Source: an optimization exercise on an open RTL-to-GDS flow (aim: small area). Production flows keep margins and buffers that such runs may drop.
In this exercise RTL edits were held to simulation tests only and were not proved equivalent to the original.
Power and IR drop assume default switching activity.

`design/flow/design.v`:
```
`timescale 1ns / 1ns
module top_project(
    input clk,
    input reset,
    input rx,
    output tx,
    input [1:0] sw_mode,
    input [3:0] btn,
    output [7:0] fnd_font,
    output [3:0] fnd_comm,
    output [3:0] led
    );
    reg p, first;
    reg [3:0] wmu, wmt;               
    always @(posedge clk, posedge reset) begin
        if (reset) begin
            p <= 1'b0;
            first <= 1'b1;
        end else begin
            p <= ~p;
            first <= 1'b0;
        end
    end
    wire w_inc  = ~p & ~first;        
    wire wmu9   = (wmu == 4'd9);
    wire wm99   = wmu9 & (wmt == 4'd9);
    wire [1:0] m4 = {wmt[0] ^ wmu[1], wmu[0]};    
    wire ph0 = ~p & (m4 == 2'd3);     
    wire ph1 =  p & (m4 == 2'd0);     
    wire ph2 = ~p & (m4 == 2'd0);     
    wire ph4 = ~p & (m4 == 2'd1);     
    wire w49    = wmu9 & ((wmt == 4'd4) | (wmt == 4'd9));
    wire smp    =  p & w49;           
    wire bpulse = ~p & w49;           
    wire scan   =  p & (wmu9 | (wmu == 4'd4));    
    reg wc_ms;                        
    always @(posedge clk, posedge reset) begin
        if (reset) begin
            wmu <= 4'd0;
            wmt <= 4'd0;
            wc_ms <= 1'b0;
        end else begin
            wc_ms <= w_inc & wm99;
            if (w_inc) begin
                if (wmu9) begin
                    wmu <= 4'd0;
                    wmt <= (wmt == 4'd9) ? 4'd0 : wmt + 4'd1;
                end else
                    wmu <= wmu + 4'd1;
            end
        end
    end
    reg f;
    reg [3:0] na, nb, nc;
    wire m = sw_mode[1];
    wire ib = m ? btn[0] : btn[2];
    function [3:0] inc9(input [3:0] n);
        inc9 = n[3] ? 4'd9 : n + 4'd1;
    endfunction
    always @(posedge clk, posedge reset) begin
        if (reset) begin
            f <= 1'b0;
            na <= 4'd0;
            nb <= 4'd0;
            nc <= 4'd0;
        end else if (smp) begin
            f <= m;
            na <= btn[1] ? inc9((f == m) ? na : 4'd0) : 4'd0;
            nb <= ib     ? inc9((f == m) ? nb : 4'd0) : 4'd0;
            nc <= (btn[3] & m) ? inc9(nc) : 4'd0;
        end
    end
    wire pa = bpulse & (na == 4'd8);
    wire pb = bpulse & (nb == 4'd8);
    wire b_run   = pa & ~f;
    wire b_hour  = pa &  f;
    wire b_clear = pb & ~f;
    wire b_sec   = pb &  f;
    wire b_min   = bpulse & (nc == 4'd8);
    reg [7:0] k;
    reg [7:0] rdata;
    wire r_idle = (k == 8'd152);
    always @(posedge clk, posedge reset) begin
        if (reset)
            k <= 8'd152;
        else if (r_idle) begin
            if (~rx) k <= 8'd248;
        end else if (ph0)
            k <= k + 8'd1;
    end
    always @(posedge clk) begin
        if (~r_idle & ph0 & ~k[7] & (k[3:0] == 4'hf))
            rdata[k[6:4]] <= rx;
    end
    wire r_done = ph0 & (k == 8'd151);
    reg pend;
    reg [7:0] u;
    reg txr;
    reg [2:0] cmd;
    wire t_start = pend & ph4;
    wire t_idle = (u == 8'd145);
    always @(posedge clk, posedge reset) begin
        if (reset) begin
            pend <= 1'b0;
            u <= 8'd145;
            txr <= 1'b1;
            cmd <= 3'd0;
        end else begin
            if (r_done) pend <= 1'b1;
            else if (t_start) pend <= 1'b0;
            if (t_start) u <= 8'd240;
            else if (ph0 & ~t_idle) u <= u + 8'd1;
            if (t_start) txr <= 1'b0;
            else if (ph1 & (u[3:0] == 4'h0)) txr <= u[7] | rdata[u[6:4]];
            if (t_start)
                case (rdata)
                    8'h52: cmd <= 3'd1;
                    8'h43: cmd <= 3'd2;
                    8'h73: cmd <= 3'd3;
                    8'h6D: cmd <= 3'd4;
                    8'h68: cmd <= 3'd5;
                    default: cmd <= 3'd0;
                endcase
        end
    end
    assign tx = txr;
    wire cfire = ph2 & (u == 8'd144);
    wire u_run   = cfire & (cmd == 3'd1);
    wire u_clear = cfire & (cmd == 3'd2);
    wire u_sec   = cfire & (cmd == 3'd3);
    wire u_min   = cfire & (cmd == 3'd4);
    wire u_hour  = cfire & (cmd == 3'd5);
    wire run_p   = b_run   | u_run;
    wire clear_p = b_clear | u_clear;
    wire sec_p   = b_sec   | u_sec;
    wire min_p   = b_min   | u_min;
    wire hour_p  = b_hour  | u_hour;
    reg [1:0] st;                     
    wire s_run = (st == 2'd1);
    wire s_clr = (st == 2'd2);
    always @(posedge clk, posedge reset) begin
        if (reset) st <= 2'd0;
        else case (st)
            2'd0: if (run_p) st <= 2'd1; else if (clear_p) st <= 2'd2;
            2'd1: if (run_p) st <= 2'd0;
            2'd2: if (clear_p) st <= 2'd0;
            default: ;
        endcase
    end
    reg cs, clks;
    reg [3:0] smu, smt, ssu, sxu, shu;
    reg [2:0] sst, sxt;
    reg [1:0] sht;
    reg sc1, sc2, sc3;
    always @(posedge clk, posedge reset) begin
        if (reset) begin
            cs <= 1'b0; clks <= 1'b0;
            smu <= 0; smt <= 0; ssu <= 0; sst <= 0; sxu <= 0; sxt <= 0; shu <= 0; sht <= 0;
            sc1 <= 0; sc2 <= 0; sc3 <= 0;
        end else begin
            clks <= s_run & cs;
            if (s_run) cs <= ~cs;
            else if (s_clr) cs <= 1'b0;
            sc1 <= ~s_clr & clks & (smu == 9) & (smt == 9);
            sc2 <= ~s_clr & sc1 & (ssu == 9) & (sst == 5);
            sc3 <= ~s_clr & sc2 & (sxu == 9) & (sxt == 5);
            if (s_clr) begin
                smu <= 0; smt <= 0; ssu <= 0; sst <= 0; sxu <= 0; sxt <= 0; shu <= 0; sht <= 0;
            end else begin
                if (clks) begin
                    if (smu == 9) begin
                        smu <= 0;
                        smt <= (smt == 9) ? 4'd0 : smt + 4'd1;
                    end else smu <= smu + 4'd1;
                end
                if (sc1) begin
                    if (ssu == 9) begin
                        ssu <= 0;
                        sst <= (sst == 5) ? 3'd0 : sst + 3'd1;
                    end else ssu <= ssu + 4'd1;
                end
                if (sc2) begin
                    if (sxu == 9) begin
                        sxu <= 0;
                        sxt <= (sxt == 5) ? 3'd0 : sxt + 3'd1;
                    end else sxu <= sxu + 4'd1;
                end
                if (sc3) begin
                    if (shu == 3 && sht == 2) begin
                        shu <= 0; sht <= 0;
                    end else if (shu == 9) begin
                        shu <= 0; sht <= sht + 2'd1;
                    end else shu <= shu + 4'd1;
                end
            end
        end
    end
    reg [3:0] wsu, wxu, whu;
    reg [2:0] wst, wxt;
    reg [1:0] wht;
    reg wc_s, wc_x;
    wire w_sec_inc = sec_p | wc_ms;
    wire w_min_inc = min_p | wc_s;
    wire w_hr_inc  = hour_p | wc_x;
    always @(posedge clk, posedge reset) begin
        if (reset) begin
            wsu <= 0; wst <= 0; wxu <= 0; wxt <= 0; whu <= 4'd2; wht <= 2'd1;
            wc_s <= 0; wc_x <= 0;
        end else begin
            wc_s <= w_sec_inc & (wsu == 9) & (wst == 5);
            wc_x <= w_min_inc & (wxu == 9) & (wxt == 5);
            if (w_sec_inc) begin
                if (wsu == 9) begin
                    wsu <= 0;
                    wst <= (wst == 5) ? 3'd0 : wst + 3'd1;
                end else wsu <= wsu + 4'd1;
            end
            if (w_min_inc) begin
                if (wxu == 9) begin
                    wxu <= 0;
                    wxt <= (wxt == 5) ? 3'd0 : wxt + 3'd1;
                end else wxu <= wxu + 4'd1;
            end
            if (w_hr_inc) begin
                if (whu == 3 && wht == 2) begin
                    whu <= 0; wht <= 0;
                end else if (whu == 9) begin
                    whu <= 0; wht <= wht + 2'd1;
                end else whu <= whu + 4'd1;
            end
        end
    end
    reg [2:0] pos;
    always @(posedge clk, posedge reset) begin
        if (reset) pos <= 3'd0;
        else if (scan) pos <= pos + 3'd1;
    end
    wire sel_w = sw_mode[1];
    wire sel_h = sw_mode[0];
    wire [3:0] ms_u = sel_w ? wmu : smu;
    wire [3:0] ms_t = sel_w ? wmt : smt;
    wire [3:0] s_u  = sel_w ? wsu : ssu;
    wire [2:0] s_t  = sel_w ? wst : sst;
    wire [3:0] x_u  = sel_w ? wxu : sxu;
    wire [2:0] x_t  = sel_w ? wxt : sxt;
    wire [3:0] h_u  = sel_w ? whu : shu;
    wire [1:0] h_t  = sel_w ? wht : sht;
    reg [3:0] dig;
    always @(*) begin
        case (pos)
            3'd0: dig = sel_h ? x_u : ms_u;
            3'd1: dig = sel_h ? {1'b0, x_t} : ms_t;
            3'd2: dig = sel_h ? h_u : s_u;
            3'd3: dig = sel_h ? {2'b0, h_t} : {1'b0, s_t};
            3'd6: dig = (ms_t < 4'd5) ? 4'he : 4'hf;
            default: dig = 4'hf;
        endcase
    end
    reg [7:0] seg;
    always @(*) begin
        case (dig)
            4'h0: seg = 8'hc0;
            4'h1: seg = 8'hf9;
            4'h2: seg = 8'ha4;
            4'h3: seg = 8'hb0;
            4'h4: seg = 8'h99;
            4'h5: seg = 8'h92;
            4'h6: seg = 8'h82;
            4'h7: seg = 8'hf8;
            4'h8: seg = 8'h80;
            4'h9: seg = 8'h90;
            4'he: seg = 8'h7f;
            default: seg = 8'hff;
        endcase
    end
    assign fnd_font = seg;
    reg [3:0] comm;
    always @(*) begin
        case (pos[1:0])
            2'd0: comm = 4'b1110;
            2'd1: comm = 4'b1101;
            2'd2: comm = 4'b1011;
            default: comm = 4'b0111;
        endcase
    end
    assign fnd_comm = comm;
    reg [3:0] ledr;
    always @(*) begin
        case (sw_mode)
            2'b00: ledr = 4'b0001;
            2'b01: ledr = 4'b0010;
            2'b10: ledr = 4'b0100;
            default: ledr = 4'b1000;
        endcase
    end
    assign led = ledr;
endmodule
```
`design/flow/config.mk`:
```
export PLATFORM = sky130hd
export DESIGN_NAME = top_project
export DESIGN_NICKNAME = top_project
export VERILOG_FILES = /design/flow/design.v
export SDC_FILE = /design/flow/constraint.sdc
export NUM_CORES = 4
export LEC_CHECK = 0
export ABC_AREA = 1
export CAP_MARGIN = 20
export CORE_MARGIN = 2
export CORE_UTILIZATION = 60
export SLEW_MARGIN = 20
```
`design/flow/run.sh`:
```
#!/bin/bash
# synth_recipe.tcl (not shown) runs the flow's synth.tcl, then flattens the netlist and writes it again
# the make line also repeats each setting of config.mk as NAME=value (left out here)
make -C /OpenROAD-flow-scripts/flow DESIGN_CONFIG=/design/flow/config.mk WORK_HOME=/design/flow/orfs CLKGATE_MAP_FILE= SYNTH_SCRIPT=/design/flow/synth_recipe.tcl finish
```
`design/flow/constraint.sdc`:
```
create_clock -name core_clock -period 12.0 [get_ports {clk}]
set_input_delay 2.4000 -clock core_clock [delete_from_list [all_inputs] [get_ports {clk}]]
set_output_delay 2.4000 -clock core_clock [all_outputs]
set_load 0.01 [all_outputs]
```
==> results of run 1 <==
critical path: stages:
cell and delay [ns]:
clkdlybuf4s50_1 0.92, nor2_1 0.26, nand2_1 0.13, o21ai_0 0.10, o21ai_0 0.17, nand3_1 0.12
nor3_1 0.40, inv_1 0.13, ha_1 0.20, inv_1 0.05, nand2_1 0.05, nand2_1 0.09
o21ai_1 0.07, clkdlybuf4s50_1 0.49
cell usage in the layout (no fill, tap or decap), drive strengths merged, types with 2 or more instances in the layout:
cell           count
a211oi             2
a21oi             36
a22oi              3
a31oi              3
buf                3
bufinv             3
clkbuf            23
clkdlybuf4s50     25
clkinv             5
clkinvlp           2
dfrtp             95
dfstp             10
edfxtp             8
ha                36
inv              141
nand2            178
nand3             46
nand3b             5
nand4             25
nor2             106
nor3              15
nor3b              2
nor4               5
o211ai             4
o21a               4
o21ai             81
o22ai             21
o31ai              4
or2                2
xnor2              3
xor2              21
cell usage after synthesis (2+ instances only):
library cell  number  area share (%)
nand2_2            7            0.64
a22oi_1            3            0.33
nor2_2             7            0.64
o22ai_1           21             1.9
a31oi_1            3            0.28
nor3b_1            2            0.22
nor2_4             5            0.83
xor2_1            21             2.7
a211oi_1           2            0.22
a21oi_1           35             2.6
nand3b_1           4            0.44
nand4_1           25             2.3
nor2_1            94             5.2
dfstp_2           10             3.9
o21ai_0           69             5.1
xnor2_1            3            0.39
edfxtp_1           8             3.5
o21ai_1           12            0.88
nor4_1             4            0.37
o21a_1             4            0.44
o31ai_1            4            0.44
ha_1              36             6.6
inv_1            134             7.4
o211ai_1           3            0.33
dfrtp_1           95              35
inv_2              7            0.39
nor3_1            15             1.1
buf_4              2            0.22
buf_2              2            0.15
clkbuf_1           2            0.11
nand3_1           45             3.3
nand2_1          170             9.4
area by class of cell:
type                            instances  share of cell area (%)
Multi-Input combinational cell        610                    42.7
Sequential cell                       113                    36.8
Tap cell                              140                    2.24
Timing Repair Buffer                   28                    3.49
Clock buffer                           23                    6.24
Inverter                              142                    6.85
Clock inverter                          9                    1.65
worst max-delay path by stage:
stage | from | endpoint | slack [ns] | depth (start not counted)
3_5_place_dp | sw_mode[1] | fnd_font[4] | 4.09 | 13
6_report | sw_mode[1] | fnd_font[0] | 4.02 | 14
4_1_cts | sw_mode[1] | fnd_font[4] | 4.06 | 13
2_1_floorplan | sw_mode[1] | fnd_font[1] | 5.51 | 9
5_1_grt | sw_mode[1] | fnd_font[4] | 3.74 | 13
3_3_place_gp | sw_mode[1] | fnd_font[4] | 4.21 | 14
metrics by stage:
stage	worst slack (ns)	std cells	utilization [%]	cell area (um2)
final	4.02	1065	71.5	7820
after global routing	3.74	1065	71.5	7820
after CTS	4.06	1065	71.5	7820
after detailed placement	4.09	1033	65.9	7200
after global placement	4.21	1033	65.9	7200
after floorplan	5.51	872	-	6800
state kept, by name, summed over array words and instances, names as in the netlist, 4 cells and up:
register  flops
k             8
na            4
nb            4
nc            4
rdata         8
shu           4
smt           4
smu           4
ssu           4
sxu           4
u             8
whu           4
wmt           4
wmu           4
wsu           4
wxu           4
per-layer routing:
layer  GRT usage [%]  vias up  part of all wire (%)
li1                -     2956                     -
met1            35.1     2853                    43
met2            47.8      173                    49
met3            7.03       31                   5.3
met4            11.0        0                   2.3
met5               0        -                     0
kinds of logic after synthesis:
| family | Yosys count | synth area share, % |
|---|---|---|
| xor+xnor | 24 | 3.09 |
| simple gates | 385 | 25.6 |
| fa+ha+maj | 36 | 6.63 |
| mux | 1 | 0.147 |
| other cells | 1 | 0.0552 |
| compound gates | 163 | 13.6 |
| buf+inv | 149 | 8.49 |
| flops | 113 | 42.4 |
report_power, final:
group	internal, mW	total (mW)	switching, mW
Sequential	0.423	0.458	0.0351
Clock	0.347	0.526	0.178
Combinational	0.184	0.442	0.259
Total	0.954	1.43	0.472
==> summary.txt, run 1 <==
status: no timing/DRC/antenna violations
Worst Tran Pin Value: 0.822 ns
total grt overflow: 0
final period utilization: 66.5%
top achievable clock speed: 0.125 GHz
Layout Skew: 0.00907 ns
Die Span X: 110 um
worst reg2reg path depth: 9
first-pass GRT wire length: 27800 um
Hold WS: 0.479 ns
initial antenna violation count: 0
critical path arrival: 5.58 ns
Post-synth EDFFs: 8
Starting DRT DRC Count: 513
CTS tree: yes
critical path peak fanout: 17
layout filler cell count: 819
1st-pass router iterations: 5
Via density: 5.65
Layout area overhead: 15.1%
number of synthesized register bits: 113
Root Driver: clkbuf_16
Syn. warnings: 1
GRT Overall Usage: 28.3%
vias in the first global route: 5916
Primary FF master, synth: dfrtp_1
Multi-input gate area: 0.00334 mm2
# IOs: 26
power density cells: 182 mW/mm2
final WL: 16600 um
CP Capture Type: output port
static leakage: 3.73 nW
core area: 0.0109 mm2
Post-CTS Hold Fix Bufs: 0
Hold Path Stages: 1
Hold Path End: wc_x$_DFF_PP0_
post-synthesis sequential area ratio: 42.4%
Post-Syn Nets: 917
Syn Std Cell Area: 0.00680 mm2
HP Start: wxt[1]$_DFFE_PP0P_
FF+latch area: 0.00288 mm2
max_slew headroom: 44.6%
post-CTS setup buffer count: 0
Setup TNS: 0 ns
Critical Path RT: 9.60 ns
H-tree Lvls: 4
setup violators final: 0
Die Ht: 110 um
latest clock arrival within the worst-skew pair: 0.42 ns
largest net degree at the start of global routing: 54
cells after synthesis: 872
Clock Sinks: 113
cts bufs inserted: 17
Mean Syn Cell Area: 7.80 um2
Final HPWL DP: 12100 um
die area: 0.0122 mm2
reg2reg setup slack: 9.83 ns
post-cts repair resize count: 0
drt wl/cell: 15.6 um
Initial Util: 62.2%
RR Endpoint: k[5]$_DFFE_PP0P_
CP Class: in2out
share of cells above drive strength 1: 8.32%
Period minus WS final: 7.98 ns
Antenna Nets Post-Route: 0
number of max-cap violations: 0
total chip power: 1.43 mW
startpoint types: input port
Port Buffers: 25
Antenna Cells: 0
global placer's final weighted congestion: 0.945
HP Class: reg2reg
Final Net Count: 957
async set-reset flop share out of synthesis: 92.9%
Via Count: 6013
Site Rows: 38
distinct cell type count after synthesis: 50
final max-slew violation count: 0
maximum vdd drop: 0.000121 V
maximum clock path buffer count: 2
DRC Markers: 0
RSZ-0062 raised after global routing: no
final hold viol count: 0
CTS clk-pin slew, worst paths: 0.05 ns
RR Startpoint: k[4]$_DFFE_PP1P_
==> run 2: changes to the inputs <==
--- a/design/flow/config.mk
+++ b/design/flow/config.mk
@@ -10,3 +10,6 @@
 export CORE_MARGIN = 2
 export CORE_UTILIZATION = 60
+export CTS_BUF_LIST = sky130_fd_sc_hd__clkbuf_4
+export CTS_CLUSTER_DIAMETER = 100
+export CTS_CLUSTER_SIZE = 40
 export SLEW_MARGIN = 20
==> summary.txt, run 2 <==
Die Ht: 110 um
Final Net Count: 957
number of synthesized register bits: 113
initial antenna violation count: 0
number of max-cap violations: 0
HP Start: wxt[1]$_DFFE_PP0P_
Via Count: 5958
Post-Syn Nets: 917
Antenna Nets Post-Route: 0
Synth area leaders: dfrtp_1, nand2_1, inv_1
critical path peak fanout: 17
first-pass GRT wire length: 27300 um
Mean Syn Cell Area: 7.80 um2
most frequent cells in the layout: nand2_1, inv_1, dfrtp_1, nor2_1, o21ai_0
largest net degree at the start of global routing: 54
1st-pass router iterations: 6
final max-slew violation count: 0
cell mode on critical path: nand2_1
critical path arrival: 5.61 ns
final period utilization: 66.8%
Top delay family on crit path: buffers and inverters
cells after synthesis: 872
commonest cells in the netlist: nand2_1, inv_1, dfrtp_1, nor2_1, o21ai_0
Period minus WS final: 8.01 ns
Hold Path Stages: 1
post-synth top area share: 35.0%
Placed Area: 0.00720 mm2
# IOs: 26
reg2reg setup slack: 9.83 ns
Antenna Cells: 0
static leakage: 3.59 nW
Site Rows: 38
leading cell type in the layout, fill and taps excluded: nand2_1
maximum vdd drop: 0.000106 V
Post-synth EDFFs: 8
distinct cell type count after synthesis: 50
RR Endpoint: k[5]$_DFFE_PP0P_
CP Cell Sequence: clkdlybuf4s50_1 -> nor2_1 -> nand2_1 -> o21ai_0 -> o21ai_0 -> nand3_1 -> nor3_1 -> inv_1 -> ha_1 -> inv_1 -> nand2_1 -> nand2_1 -> o21ai_1 -> clkdlybuf4s50_1
RR Startpoint: k[4]$_DFFE_PP1P_
post-CTS setup buffer count: 0
Die Span X: 110 um
top-count cell post-synth: nand2_1
DRC Markers: 0
global placer's final weighted congestion: 0.945
CP Capture Type: output port
Layout Skew: 0.0165 ns
final instance area: 0.00749 mm2
max_slew headroom: 46.3%
final hold viol count: 0
post-synthesis sequential area ratio: 42.4%
Starting DRT DRC Count: 560
HP Class: reg2reg
CTS clk-pin slew, worst paths: 0.10 ns
die area: 0.0122 mm2
Primary FF master, synth: dfrtp_1
maximum clock path buffer count: 2
status: no timing/DRC/antenna violations
RSZ-0062 raised after global routing: no
final WL: 16200 um
Final HPWL DP: 12100 um
GRT Overall Usage: 27.5%
share of cells above drive strength 1: 8.22%
Worst Tran Pin Value: 0.797 ns
Setup TNS: 0 ns
worst reg2reg path depth: 9
cts bufs inserted: 17
Critical Path RT: 9.60 ns
total chip power: 1.20 mW
slowest stage delay, CP: 0.91 ns
Layout area overhead: 10.2%
setup violators final: 0
async set-reset flop share out of synthesis: 92.9%
latest clock arrival within the worst-skew pair: 0.54 ns
Via density: 5.59
H-tree Lvls: 4
total grt overflow: 0
Root Driver: clkbuf_4
Buf+Inv Stages, Crit Path: 4
Synth area leader: dfrtp_1
startpoint types: input port
drt wl/cell: 15.3 um
Hold WS: 0.493 ns
Slowest-stage cell, CP: clkdlybuf4s50_1
Post-CTS Hold Fix Bufs: 0
Syn Std Cell Area: 0.00680 mm2
power density cells: 160 mW/mm2
Hold Path End: wc_x$_DFF_PP0_
Clock Sinks: 113
CP Class: in2out
vias in the first global route: 5829
Port Buffers: 25
CTS tree: yes
Syn. warnings: 1
top achievable clock speed: 0.125 GHz
Initial Util: 62.2%
post-cts repair resize count: 0
core area: 0.0109 mm2
-- run 2: per-layer routing --
| metal | part of all wire (%) | GRT usage [%] |
|---|---|---|
| met1 | 44 | 35.3 |
| met2 | 48 | 45.8 |
| met3 | 6.5 | 7.52 |
| met4 | 1.7 | 8.17 |
| met5 | 0 | 0 |
-- run 2: area by class of cell --
type                    count  area, um2
flip-flops and latches    113       2880
fillers                   866       3440
clock inverters            13        144
repair buffers             28        273
inverters                 142        536
clock buffers              19        143
well taps                 140        175
multi-input cells         610       3340
-- run 2: logic make-up (layout without fill, tap and decap cells) --
logic type	count (synthesis)	in the layout	share of synthesized area, %
fa+ha+maj	36	36	6.63
compound gates	163	163	13.6
buf+inv	149	202	8.49
flops	113	113	42.4
mux	1	1	0.147
xor+xnor	24	24	3.09
simple gates	385	385	25.6
other cells	1	1	0.0552
-- run 2: worst max path at each step --
stage / slack, ns / end / startpoint / cells after the start
after detailed placement: 4.09 / fnd_font[4] / sw_mode[1] / 13
final: 3.99 / fnd_font[0] / sw_mode[1] / 14
after global routing: 3.75 / fnd_font[4] / sw_mode[1] / 13
after CTS: 4.08 / fnd_font[4] / sw_mode[1] / 13
after floorplan: 5.51 / fnd_font[1] / sw_mode[1] / 9
after global placement: 4.21 / fnd_font[4] / sw_mode[1] / 14
-- run 2: report_power, final --
part	internal [mW]	switching [mW]	leakage (nW)
registers	0.422	0.0349	1.41
clock network	0.145	0.152	0.155
logic	0.184	0.258	2.02
total	0.751	0.445	3.59
-- run 2: stage by stage --
| stage | std cells | worst slack [ns] | util [%] |
|---|---|---|---|
| finish | 1065 | 3.99 | 68.5 |
| global placement | 1033 | 4.21 | 65.9 |
| detailed placement | 1033 | 4.09 | 65.9 |
| CTS | 1065 | 4.08 | 68.5 |
| global route | 1065 | 3.75 | 68.5 |
| floorplan | 872 | 5.51 | - |
-- run 2: worst register-to-register path, cell delays in order, from the launching register on --
cell and delay (ns):
dfstp_2 0.63, ha_1 0.18, inv_1 0.06, nor3_1 0.27, nand3_1 0.22, nand2_1 0.20
nand2_1 0.12, nor2_2 0.15, xor2_1 0.18, nand2_1 0.06

static timing again, ports no longer ideal:
No port has a modelled driver above. Below, the same layouts with a new extraction and two added sets of constraints. Step 1 sets driving cells, clkbuf_16 on the clock port and buf_2 on the other inputs (assumed; they add their load-dependent delay and slew). Step 2 times the ports against the registers' clock, not the clock port: input delays grow and output delays shrink by t, the midpoint of the rising clock arrivals with the driver on. a / b / c = no drivers / after step 1 / after step 2; a / b = the first two.
run	shift t [ns]	setup slack, ns	worst hold slack (ns)
run 1	0.458	4.017 / 3.978 / 3.978	0.479 / 0.479 / 0.479
run 2	0.570	3.988 / 3.951 / 3.951	0.493 / 0.493 / 0.493
After both steps every run listed still meets setup and hold. For run 1, which loses most, drivers alone change the setup slack by -0.039 ns; drivers and shift together by -0.039 ns.
